From an optimization exercise on the open Yosys and OpenROAD flow, aimed at small area and a short achievable clock period; shortcuts taken in it are not production practice. At most, simulation tests tie the RTL to the original design; equivalence was not proved.

==> inputs of 08-03 <==
Design bfu_dif_top, start of the top module:
module bfu_dif_top
  #(parameter  Q_POINT = 8,
    parameter  TW_ROM_DEPTH = 4,
    parameter ADDR_W = $clog2(TW_ROM_DEPTH),
    parameter TW_ROM_FILE = "tw_rom_p_8_st_1_q_8.mem")
   (
     input clk,
     input reset_n,
     input [31:0] a,
     input [31:0] b,
     input [ADDR_W-1:0] tw_addr,
     output [31:0] c_plus,
     output [31:0] c_minus
   );
  function [11:0] kmul;
    input k;
    input [3:0] n;
    begin
      kmul[0] = (k & ~n[3] & ~n[2] & ~n[1] & n[0]) | (k & ~n[3] & ~n[2] & n[1] & n[0]) | (k & ~n[3] & n[2] & ~n[1] & n[0]) | (k & ~n[3] & n[2] & n[1] & n[0]) | (k & n[3] & ~n[2] & ~n[1] & n[0]) | (k & n[3] & ~n[2] & n[1] & n[0]) | (k & n[3] & n[2] & ~n[1] & n[0]) | (k & n[3] & n[2] & n[1] & n[0]);
      kmul[1] = (k & ~n[3] & ~n[2] & n[1] & ~n[0]) | (k & ~n[3] & ~n[2] & n[1] & n[0]) | (k & ~n[3] & n[2] & n[1] & ~n[0]) | (k & ~n[3] & n[2] & n[1] & n[0]) | (k & n[3] & ~n[2] & n[1] & ~n[0]) | (k & n[3] & ~n[2] & n[1] & n[0]) | (k & n[3] & n[2] & n[1] & ~n[0]) | (k & n[3] & n[2] & n[1] & n[0]);
      kmul[2] = (k & ~n[3] & ~n[2] & ~n[1] & n[0]) | (k & ~n[3] & ~n[2] & n[1] & n[0]) | (k & ~n[3] & n[2] & ~n[1] & ~n[0]) | (k & ~n[3] & n[2] & n[1] & ~n[0]) | (k & n[3] & ~n[2] & ~n[1] & n[0]) | (k & n[3] & ~n[2] & n[1] & n[0]) | (k & n[3] & n[2] & ~n[1] & ~n[0]) | (k & n[3] & n[2] & n[1] & ~n[0]);
  ...
clock: 6.5 ns
lec_check: 0
cap_margin: 20
core_margin: 2
core_utilization: 40
setup_slack_margin: 4.0
slew_margin: 20
standard.sh (not shown) runs the stock make flow with config.mk's settings and CLKGATE_MAP_FILE= SYNTH_SCRIPT=/design/flow/synth_recipe.tcl, a recipe that flattens the netlist after the stock synthesis.
==> flow/flow/run.sh <==
#!/bin/bash
# Standard layout, with the ports buffered by buf_2 cells instead of the
# cell buffer_ports picks by default, and a clock tree with larger sink
# clusters and no dummy loads. Each ORFS step logs under orfs/logs/.
set -euo pipefail
bash standard.sh BUFFER_PORTS_ARGS="-buffer_cell sky130_fd_sc_hd__buf_2" \
  CTS_ARGS="-sink_clustering_enable -repair_clock_nets -dont_use_dummy_load -sink_clustering_size 30 -sink_clustering_max_diameter 80" \
  finish > standard.log 2>&1
==> 07-28: changes against 08-03 <==
--- a/flow/design.v
+++ b/flow/design.v
@@ -634,62 +634,13 @@
     rx4 <= rxv; ix4 <= ixv; rxc4 <= rxco; ixc4 <= ixco;
     k4 <= k3; nk4 <= nk3;
   end
   wire [11:0] rT2 = kmul(k4, urh4[3:0]), rT3 = kmul(k4, urh4[7:4]);
   wire [7:0] rT4 = kmul_top(k4, urh4[9:8]);
-  wire [7:0] rsb_a = rq4;
-  wire [7:0] rsb_b = rx4;
-  wire rsb_p0 = rsb_a[0] ^ rsb_b[0];
-  wire rsb_g0 = rsb_a[0] & rsb_b[0];
-  wire rsb_p1 = rsb_a[1] ^ rsb_b[1];
-  wire rsb_g1 = rsb_a[1] & rsb_b[1];
-  wire rsb_p2 = rsb_a[2] ^ rsb_b[2];
-  wire rsb_g2 = rsb_a[2] & rsb_b[2];
-  wire rsb_p3 = rsb_a[3] ^ rsb_b[3];
-  wire rsb_g3 = rsb_a[3] & rsb_b[3];
-  wire rsb_p4 = rsb_a[4] ^ rsb_b[4];
-  wire rsb_g4 = rsb_a[4] & rsb_b[4];
-  wire rsb_p5 = rsb_a[5] ^ rsb_b[5];
-  wire rsb_g5 = rsb_a[5] & rsb_b[5];
-  wire rsb_p6 = rsb_a[6] ^ rsb_b[6];
-  wire rsb_g6 = rsb_a[6] & rsb_b[6];
-  wire rsb_p7 = rsb_a[7] ^ rsb_b[7];
-  wire rsb_g7 = rsb_a[7] & rsb_b[7];
-  wire rsb_U0_1 = rsb_g1 | (rsb_p1 & rsb_g0);
-  wire rsb_V0_1 = rsb_p1 & rsb_p0;
-  wire rsb_U0_3 = rsb_g3 | (rsb_p3 & rsb_g2);
-  wire rsb_V0_3 = rsb_p3 & rsb_p2;
-  wire rsb_U0_5 = rsb_g5 | (rsb_p5 & rsb_g4);
-  wire rsb_V0_5 = rsb_p5 & rsb_p4;
-  wire rsb_U0_7 = rsb_g7 | (rsb_p7 & rsb_g6);
-  wire rsb_V0_7 = rsb_p7 & rsb_p6;
-  wire rsb_U1_3 = rsb_U0_3 | (rsb_V0_3 & rsb_U0_1);
-  wire rsb_V1_3 = rsb_V0_3 & rsb_V0_1;
-  wire rsb_U1_7 = rsb_U0_7 | (rsb_V0_7 & rsb_U0_5);
-  wire rsb_V1_7 = rsb_V0_7 & rsb_V0_5;
-  wire rsb_U2_7 = rsb_U1_7 | (rsb_V1_7 & rsb_U1_3);
-  wire rsb_V2_7 = rsb_V1_7 & rsb_V1_3;
-  wire rsb_D4_5 = rsb_U0_5 | (rsb_V0_5 & rsb_U1_3);
-  wire rsb_E4_5 = rsb_V0_5 & rsb_V1_3;
-  wire rsb_D5_2 = rsb_g2 | (rsb_p2 & rsb_U0_1);
-  wire rsb_E5_2 = rsb_p2 & rsb_V0_1;
-  wire rsb_D5_4 = rsb_g4 | (rsb_p4 & rsb_U1_3);
-  wire rsb_E5_4 = rsb_p4 & rsb_V1_3;
-  wire rsb_D5_6 = rsb_g6 | (rsb_p6 & rsb_D4_5);
-  wire rsb_E5_6 = rsb_p6 & rsb_E4_5;
-  wire rsb_s0 = rsb_p0;
-  wire rsb_s1 = rsb_p1 ^ rsb_g0;
-  wire rsb_s2 = rsb_p2 ^ rsb_U0_1;
-  wire rsb_s3 = rsb_p3 ^ rsb_D5_2;
-  wire rsb_s4 = rsb_p4 ^ rsb_U1_3;
-  wire rsb_s5 = rsb_p5 ^ rsb_D5_4;
-  wire rsb_s6 = rsb_p6 ^ rsb_D4_5;
-  wire rsb_s7 = rsb_p7 ^ rsb_D5_6;
-  wire [7:0] rsb = {rsb_s7, rsb_s6, rsb_s5, rsb_s4, rsb_s3, rsb_s2, rsb_s1, rsb_s0};
-  wire rsb_co = rsb_U2_7;
-  wire [7:0] rsbv = rsb;
-  wire rcba = rsb_co, rcbb = rxc4;
+  wire [8:0] rsb = {1'b0, rq4} + {1'b0, rx4};
+  wire [7:0] rsbv = rsb[7:0];
+  wire rcba = rsb[8], rcbb = rxc4;
   wire rc_cs0 = rT2[8] ^ rT3[4] ^ rT4[0];
   wire rc_cc0 = (rT2[8] & rT3[4]) | (rT2[8] & rT4[0]) | (rT3[4] & rT4[0]);
   wire rc_cs1 = rT2[9] ^ rT3[5] ^ rT4[1];
   wire rc_cc1 = (rT2[9] & rT3[5]) | (rT2[9] & rT4[1]) | (rT3[5] & rT4[1]);
   wire rc_cs2 = rT2[10] ^ rT3[6] ^ rT4[2];
@@ -706,62 +657,13 @@
   wire rc_cc7 = (1'b0 & rT3[11]) | (1'b0 & rT4[7]) | (rT3[11] & rT4[7]);
   wire [7:0] rcS = {rc_cs7, rc_cs6, rc_cs5, rc_cs4, rc_cs3, rc_cs2, rc_cs1, rc_cs0};
   wire [6:0] rcC = {rc_cc6, rc_cc5, rc_cc4, rc_cc3, rc_cc2, rc_cc1, rc_cc0};
   wire [11:0] iT2 = kmul(~nk4, uih4[3:0]), iT3 = kmul(~nk4, uih4[7:4]);
   wire [7:0] iT4 = kmul_top(~nk4, uih4[9:8]);
-  wire [7:0] isb_a = iq4;
-  wire [7:0] isb_b = ix4;
-  wire isb_p0 = isb_a[0] ^ isb_b[0];
-  wire isb_g0 = isb_a[0] & isb_b[0];
-  wire isb_p1 = isb_a[1] ^ isb_b[1];
-  wire isb_g1 = isb_a[1] & isb_b[1];
-  wire isb_p2 = isb_a[2] ^ isb_b[2];
-  wire isb_g2 = isb_a[2] & isb_b[2];
-  wire isb_p3 = isb_a[3] ^ isb_b[3];
-  wire isb_g3 = isb_a[3] & isb_b[3];
-  wire isb_p4 = isb_a[4] ^ isb_b[4];
-  wire isb_g4 = isb_a[4] & isb_b[4];
-  wire isb_p5 = isb_a[5] ^ isb_b[5];
-  wire isb_g5 = isb_a[5] & isb_b[5];
-  wire isb_p6 = isb_a[6] ^ isb_b[6];
-  wire isb_g6 = isb_a[6] & isb_b[6];
-  wire isb_p7 = isb_a[7] ^ isb_b[7];
-  wire isb_g7 = isb_a[7] & isb_b[7];
-  wire isb_U0_1 = isb_g1 | (isb_p1 & isb_g0);
-  wire isb_V0_1 = isb_p1 & isb_p0;
-  wire isb_U0_3 = isb_g3 | (isb_p3 & isb_g2);
-  wire isb_V0_3 = isb_p3 & isb_p2;
-  wire isb_U0_5 = isb_g5 | (isb_p5 & isb_g4);
-  wire isb_V0_5 = isb_p5 & isb_p4;
-  wire isb_U0_7 = isb_g7 | (isb_p7 & isb_g6);
-  wire isb_V0_7 = isb_p7 & isb_p6;
-  wire isb_U1_3 = isb_U0_3 | (isb_V0_3 & isb_U0_1);
-  wire isb_V1_3 = isb_V0_3 & isb_V0_1;
-  wire isb_U1_7 = isb_U0_7 | (isb_V0_7 & isb_U0_5);
-  wire isb_V1_7 = isb_V0_7 & isb_V0_5;
-  wire isb_U2_7 = isb_U1_7 | (isb_V1_7 & isb_U1_3);
-  wire isb_V2_7 = isb_V1_7 & isb_V1_3;
-  wire isb_D4_5 = isb_U0_5 | (isb_V0_5 & isb_U1_3);
-  wire isb_E4_5 = isb_V0_5 & isb_V1_3;
-  wire isb_D5_2 = isb_g2 | (isb_p2 & isb_U0_1);
-  wire isb_E5_2 = isb_p2 & isb_V0_1;
-  wire isb_D5_4 = isb_g4 | (isb_p4 & isb_U1_3);
-  wire isb_E5_4 = isb_p4 & isb_V1_3;
-  wire isb_D5_6 = isb_g6 | (isb_p6 & isb_D4_5);
-  wire isb_E5_6 = isb_p6 & isb_E4_5;
-  wire isb_s0 = isb_p0;
-  wire isb_s1 = isb_p1 ^ isb_g0;
-  wire isb_s2 = isb_p2 ^ isb_U0_1;
-  wire isb_s3 = isb_p3 ^ isb_D5_2;
-  wire isb_s4 = isb_p4 ^ isb_U1_3;
-  wire isb_s5 = isb_p5 ^ isb_D5_4;
-  wire isb_s6 = isb_p6 ^ isb_D4_5;
-  wire isb_s7 = isb_p7 ^ isb_D5_6;
-  wire [7:0] isb = {isb_s7, isb_s6, isb_s5, isb_s4, isb_s3, isb_s2, isb_s1, isb_s0};
-  wire isb_co = isb_U2_7;
-  wire [7:0] isbv = isb;
-  wire icba = isb_co, icbb = ixc4;
+  wire [8:0] isb = {1'b0, iq4} + {1'b0, ix4};
+  wire [7:0] isbv = isb[7:0];
+  wire icba = isb[8], icbb = ixc4;
   wire ic_cs0 = iT2[8] ^ iT3[4] ^ iT4[0];
   wire ic_cc0 = (iT2[8] & iT3[4]) | (iT2[8] & iT4[0]) | (iT3[4] & iT4[0]);
   wire ic_cs1 = iT2[9] ^ iT3[5] ^ iT4[1];
   wire ic_cc1 = (iT2[9] & iT3[5]) | (iT2[9] & iT4[1]) | (iT3[5] & iT4[1]);
   wire ic_cs2 = iT2[10] ^ iT3[6] ^ iT4[2];
SETUP_SLACK_MARGIN = 3.85   (was 4.0)
==> 09-19: changes against 08-03 <==
--- a/flow/design.v
+++ b/flow/design.v
@@ -634,62 +634,13 @@
     rx4 <= rxv; ix4 <= ixv; rxc4 <= rxco; ixc4 <= ixco;
     k4 <= k3; nk4 <= nk3;
   end
   wire [11:0] rT2 = kmul(k4, urh4[3:0]), rT3 = kmul(k4, urh4[7:4]);
   wire [7:0] rT4 = kmul_top(k4, urh4[9:8]);
-  wire [7:0] rsb_a = rq4;
-  wire [7:0] rsb_b = rx4;
-  wire rsb_p0 = rsb_a[0] ^ rsb_b[0];
-  wire rsb_g0 = rsb_a[0] & rsb_b[0];
-  wire rsb_p1 = rsb_a[1] ^ rsb_b[1];
-  wire rsb_g1 = rsb_a[1] & rsb_b[1];
-  wire rsb_p2 = rsb_a[2] ^ rsb_b[2];
-  wire rsb_g2 = rsb_a[2] & rsb_b[2];
-  wire rsb_p3 = rsb_a[3] ^ rsb_b[3];
-  wire rsb_g3 = rsb_a[3] & rsb_b[3];
-  wire rsb_p4 = rsb_a[4] ^ rsb_b[4];
-  wire rsb_g4 = rsb_a[4] & rsb_b[4];
-  wire rsb_p5 = rsb_a[5] ^ rsb_b[5];
-  wire rsb_g5 = rsb_a[5] & rsb_b[5];
-  wire rsb_p6 = rsb_a[6] ^ rsb_b[6];
-  wire rsb_g6 = rsb_a[6] & rsb_b[6];
-  wire rsb_p7 = rsb_a[7] ^ rsb_b[7];
-  wire rsb_g7 = rsb_a[7] & rsb_b[7];
-  wire rsb_U0_1 = rsb_g1 | (rsb_p1 & rsb_g0);
-  wire rsb_V0_1 = rsb_p1 & rsb_p0;
-  wire rsb_U0_3 = rsb_g3 | (rsb_p3 & rsb_g2);
-  wire rsb_V0_3 = rsb_p3 & rsb_p2;
-  wire rsb_U0_5 = rsb_g5 | (rsb_p5 & rsb_g4);
-  wire rsb_V0_5 = rsb_p5 & rsb_p4;
-  wire rsb_U0_7 = rsb_g7 | (rsb_p7 & rsb_g6);
-  wire rsb_V0_7 = rsb_p7 & rsb_p6;
-  wire rsb_U1_3 = rsb_U0_3 | (rsb_V0_3 & rsb_U0_1);
-  wire rsb_V1_3 = rsb_V0_3 & rsb_V0_1;
-  wire rsb_U1_7 = rsb_U0_7 | (rsb_V0_7 & rsb_U0_5);
-  wire rsb_V1_7 = rsb_V0_7 & rsb_V0_5;
-  wire rsb_U2_7 = rsb_U1_7 | (rsb_V1_7 & rsb_U1_3);
-  wire rsb_V2_7 = rsb_V1_7 & rsb_V1_3;
-  wire rsb_D4_5 = rsb_U0_5 | (rsb_V0_5 & rsb_U1_3);
-  wire rsb_E4_5 = rsb_V0_5 & rsb_V1_3;
-  wire rsb_D5_2 = rsb_g2 | (rsb_p2 & rsb_U0_1);
-  wire rsb_E5_2 = rsb_p2 & rsb_V0_1;
-  wire rsb_D5_4 = rsb_g4 | (rsb_p4 & rsb_U1_3);
-  wire rsb_E5_4 = rsb_p4 & rsb_V1_3;
-  wire rsb_D5_6 = rsb_g6 | (rsb_p6 & rsb_D4_5);
-  wire rsb_E5_6 = rsb_p6 & rsb_E4_5;
-  wire rsb_s0 = rsb_p0;
-  wire rsb_s1 = rsb_p1 ^ rsb_g0;
-  wire rsb_s2 = rsb_p2 ^ rsb_U0_1;
-  wire rsb_s3 = rsb_p3 ^ rsb_D5_2;
-  wire rsb_s4 = rsb_p4 ^ rsb_U1_3;
-  wire rsb_s5 = rsb_p5 ^ rsb_D5_4;
-  wire rsb_s6 = rsb_p6 ^ rsb_D4_5;
-  wire rsb_s7 = rsb_p7 ^ rsb_D5_6;
-  wire [7:0] rsb = {rsb_s7, rsb_s6, rsb_s5, rsb_s4, rsb_s3, rsb_s2, rsb_s1, rsb_s0};
-  wire rsb_co = rsb_U2_7;
-  wire [7:0] rsbv = rsb;
-  wire rcba = rsb_co, rcbb = rxc4;
+  wire [8:0] rsb = {1'b0, rq4} + {1'b0, rx4};
+  wire [7:0] rsbv = rsb[7:0];
+  wire rcba = rsb[8], rcbb = rxc4;
   wire rc_cs0 = rT2[8] ^ rT3[4] ^ rT4[0];
   wire rc_cc0 = (rT2[8] & rT3[4]) | (rT2[8] & rT4[0]) | (rT3[4] & rT4[0]);
   wire rc_cs1 = rT2[9] ^ rT3[5] ^ rT4[1];
   wire rc_cc1 = (rT2[9] & rT3[5]) | (rT2[9] & rT4[1]) | (rT3[5] & rT4[1]);
   wire rc_cs2 = rT2[10] ^ rT3[6] ^ rT4[2];
@@ -706,62 +657,13 @@
   wire rc_cc7 = (1'b0 & rT3[11]) | (1'b0 & rT4[7]) | (rT3[11] & rT4[7]);
   wire [7:0] rcS = {rc_cs7, rc_cs6, rc_cs5, rc_cs4, rc_cs3, rc_cs2, rc_cs1, rc_cs0};
   wire [6:0] rcC = {rc_cc6, rc_cc5, rc_cc4, rc_cc3, rc_cc2, rc_cc1, rc_cc0};
   wire [11:0] iT2 = kmul(~nk4, uih4[3:0]), iT3 = kmul(~nk4, uih4[7:4]);
   wire [7:0] iT4 = kmul_top(~nk4, uih4[9:8]);
-  wire [7:0] isb_a = iq4;
-  wire [7:0] isb_b = ix4;
-  wire isb_p0 = isb_a[0] ^ isb_b[0];
-  wire isb_g0 = isb_a[0] & isb_b[0];
-  wire isb_p1 = isb_a[1] ^ isb_b[1];
-  wire isb_g1 = isb_a[1] & isb_b[1];
-  wire isb_p2 = isb_a[2] ^ isb_b[2];
-  wire isb_g2 = isb_a[2] & isb_b[2];
-  wire isb_p3 = isb_a[3] ^ isb_b[3];
-  wire isb_g3 = isb_a[3] & isb_b[3];
-  wire isb_p4 = isb_a[4] ^ isb_b[4];
-  wire isb_g4 = isb_a[4] & isb_b[4];
-  wire isb_p5 = isb_a[5] ^ isb_b[5];
-  wire isb_g5 = isb_a[5] & isb_b[5];
-  wire isb_p6 = isb_a[6] ^ isb_b[6];
-  wire isb_g6 = isb_a[6] & isb_b[6];
-  wire isb_p7 = isb_a[7] ^ isb_b[7];
-  wire isb_g7 = isb_a[7] & isb_b[7];
-  wire isb_U0_1 = isb_g1 | (isb_p1 & isb_g0);
-  wire isb_V0_1 = isb_p1 & isb_p0;
-  wire isb_U0_3 = isb_g3 | (isb_p3 & isb_g2);
-  wire isb_V0_3 = isb_p3 & isb_p2;
-  wire isb_U0_5 = isb_g5 | (isb_p5 & isb_g4);
-  wire isb_V0_5 = isb_p5 & isb_p4;
-  wire isb_U0_7 = isb_g7 | (isb_p7 & isb_g6);
-  wire isb_V0_7 = isb_p7 & isb_p6;
-  wire isb_U1_3 = isb_U0_3 | (isb_V0_3 & isb_U0_1);
-  wire isb_V1_3 = isb_V0_3 & isb_V0_1;
-  wire isb_U1_7 = isb_U0_7 | (isb_V0_7 & isb_U0_5);
-  wire isb_V1_7 = isb_V0_7 & isb_V0_5;
-  wire isb_U2_7 = isb_U1_7 | (isb_V1_7 & isb_U1_3);
-  wire isb_V2_7 = isb_V1_7 & isb_V1_3;
-  wire isb_D4_5 = isb_U0_5 | (isb_V0_5 & isb_U1_3);
-  wire isb_E4_5 = isb_V0_5 & isb_V1_3;
-  wire isb_D5_2 = isb_g2 | (isb_p2 & isb_U0_1);
-  wire isb_E5_2 = isb_p2 & isb_V0_1;
-  wire isb_D5_4 = isb_g4 | (isb_p4 & isb_U1_3);
-  wire isb_E5_4 = isb_p4 & isb_V1_3;
-  wire isb_D5_6 = isb_g6 | (isb_p6 & isb_D4_5);
-  wire isb_E5_6 = isb_p6 & isb_E4_5;
-  wire isb_s0 = isb_p0;
-  wire isb_s1 = isb_p1 ^ isb_g0;
-  wire isb_s2 = isb_p2 ^ isb_U0_1;
-  wire isb_s3 = isb_p3 ^ isb_D5_2;
-  wire isb_s4 = isb_p4 ^ isb_U1_3;
-  wire isb_s5 = isb_p5 ^ isb_D5_4;
-  wire isb_s6 = isb_p6 ^ isb_D4_5;
-  wire isb_s7 = isb_p7 ^ isb_D5_6;
-  wire [7:0] isb = {isb_s7, isb_s6, isb_s5, isb_s4, isb_s3, isb_s2, isb_s1, isb_s0};
-  wire isb_co = isb_U2_7;
-  wire [7:0] isbv = isb;
-  wire icba = isb_co, icbb = ixc4;
+  wire [8:0] isb = {1'b0, iq4} + {1'b0, ix4};
+  wire [7:0] isbv = isb[7:0];
+  wire icba = isb[8], icbb = ixc4;
   wire ic_cs0 = iT2[8] ^ iT3[4] ^ iT4[0];
   wire ic_cc0 = (iT2[8] & iT3[4]) | (iT2[8] & iT4[0]) | (iT3[4] & iT4[0]);
   wire ic_cs1 = iT2[9] ^ iT3[5] ^ iT4[1];
   wire ic_cc1 = (iT2[9] & iT3[5]) | (iT2[9] & iT4[1]) | (iT3[5] & iT4[1]);
   wire ic_cs2 = iT2[10] ^ iT3[6] ^ iT4[2];
==> flow/flow/run.sh (replaced) <==
#!/bin/bash
# Standard layout, with the ports buffered by buf_2 cells instead of the
# cell buffer_ports picks by default, and a clock tree with larger sink
# clusters and no dummy loads. Each ORFS step logs under orfs/logs/.
set -euo pipefail
bash standard.sh BUFFER_PORTS_ARGS="-buffer_cell sky130_fd_sc_hd__buf_2" \
  CTS_ARGS="-sink_clustering_enable -repair_clock_nets -dont_use_dummy_load -sink_clustering_size 18 -sink_clustering_max_diameter 60 -buf_list sky130_fd_sc_hd__clkbuf_8" \
  finish > standard.log 2>&1
SETUP_SLACK_MARGIN = 4.1   (was 4.0)
==> comparison table <==
| item | 08-03 | 07-28 | 09-19 |
|---|---|---|---|
| Clock distribution area overhead in the final layout | 0.03254 | 0.03265 | 0.02580 |
| Starting DRC count in detailed routing | 416 | 481 | 388 |
| Clock tree buffer count of the final layout | 26 | 26 | 38 |
| Number of buffers inserted by post-CTS setup repair | 0 | 0 | 3 |
| Number of unique standard cell types used by synthesis | 57 | 58 | 58 |
| Synthesized-area fraction occupied by xor and xnor cells | 0.06769 | 0.07133 | 0.07133 |
| Routed length on met3 | 1271 um | 1347 um | 1300 um |
| Worst r2r path cells | 10 | 9 | 11 |
| Cts bufs inserted | 26 | 26 | 38 |
| Fraction of final layout cells with drive strength greater than 1 | 0.1129 | 0.1007 | 0.1505 |
| Simple-gate share of the synthesized area | 0.1158 | 0.1162 | 0.1162 |
| Worst skew pair latency | 570 ps | 580 ps | 590 ps |
| Area of the placeable core | 44320 um^2 | 44410 um^2 | 44410 um^2 |
| Layout Skew | 55.61 ps | 75.71 ps | 50.06 ps |
| Outcome | timing/DRC/antenna clean | timing/DRC/antenna clean | timing/DRC/antenna clean |
The RTL of 08-03 was laid out without a check of its function.

port drivers added, routing unchanged:
How much do the figures lean on ideal ports? The routed layouts below were timed once more, with nothing changed but the port constraints.
Step 1 assumes that a clkbuf_16 drives the clock port and a buf_2 every other input.
Step 2 times the ports against the registers' clock, not the clock port: input delays grow and output delays shrink by t, the midpoint of the rising clock arrivals with the driver on.
Slacks: ideal ports / drivers / drivers and shift; pairs: ideal ports / drivers.
run	shift t [ns]	setup slack, ns	latest minus earliest clock arrival (ns)	worst register clock-pin slew, ns	worst data-port slew with drivers (ns)
08-03	0.599	4.111 / 4.060 / 3.541	0.073 / 0.073	0.10 / 0.10	0.06
07-28	0.599	3.949 / 3.949 / 3.640	0.077 / 0.076	0.11 / 0.11	0.07
09-19	0.627	4.136 / 4.083 / 3.633	0.065 / 0.065	0.11 / 0.11	0.06
After both steps every run listed still meets setup and hold. The setup slack of 08-03, which loses most, moves by -0.051 ns with the drivers and by -0.570 ns with both steps.
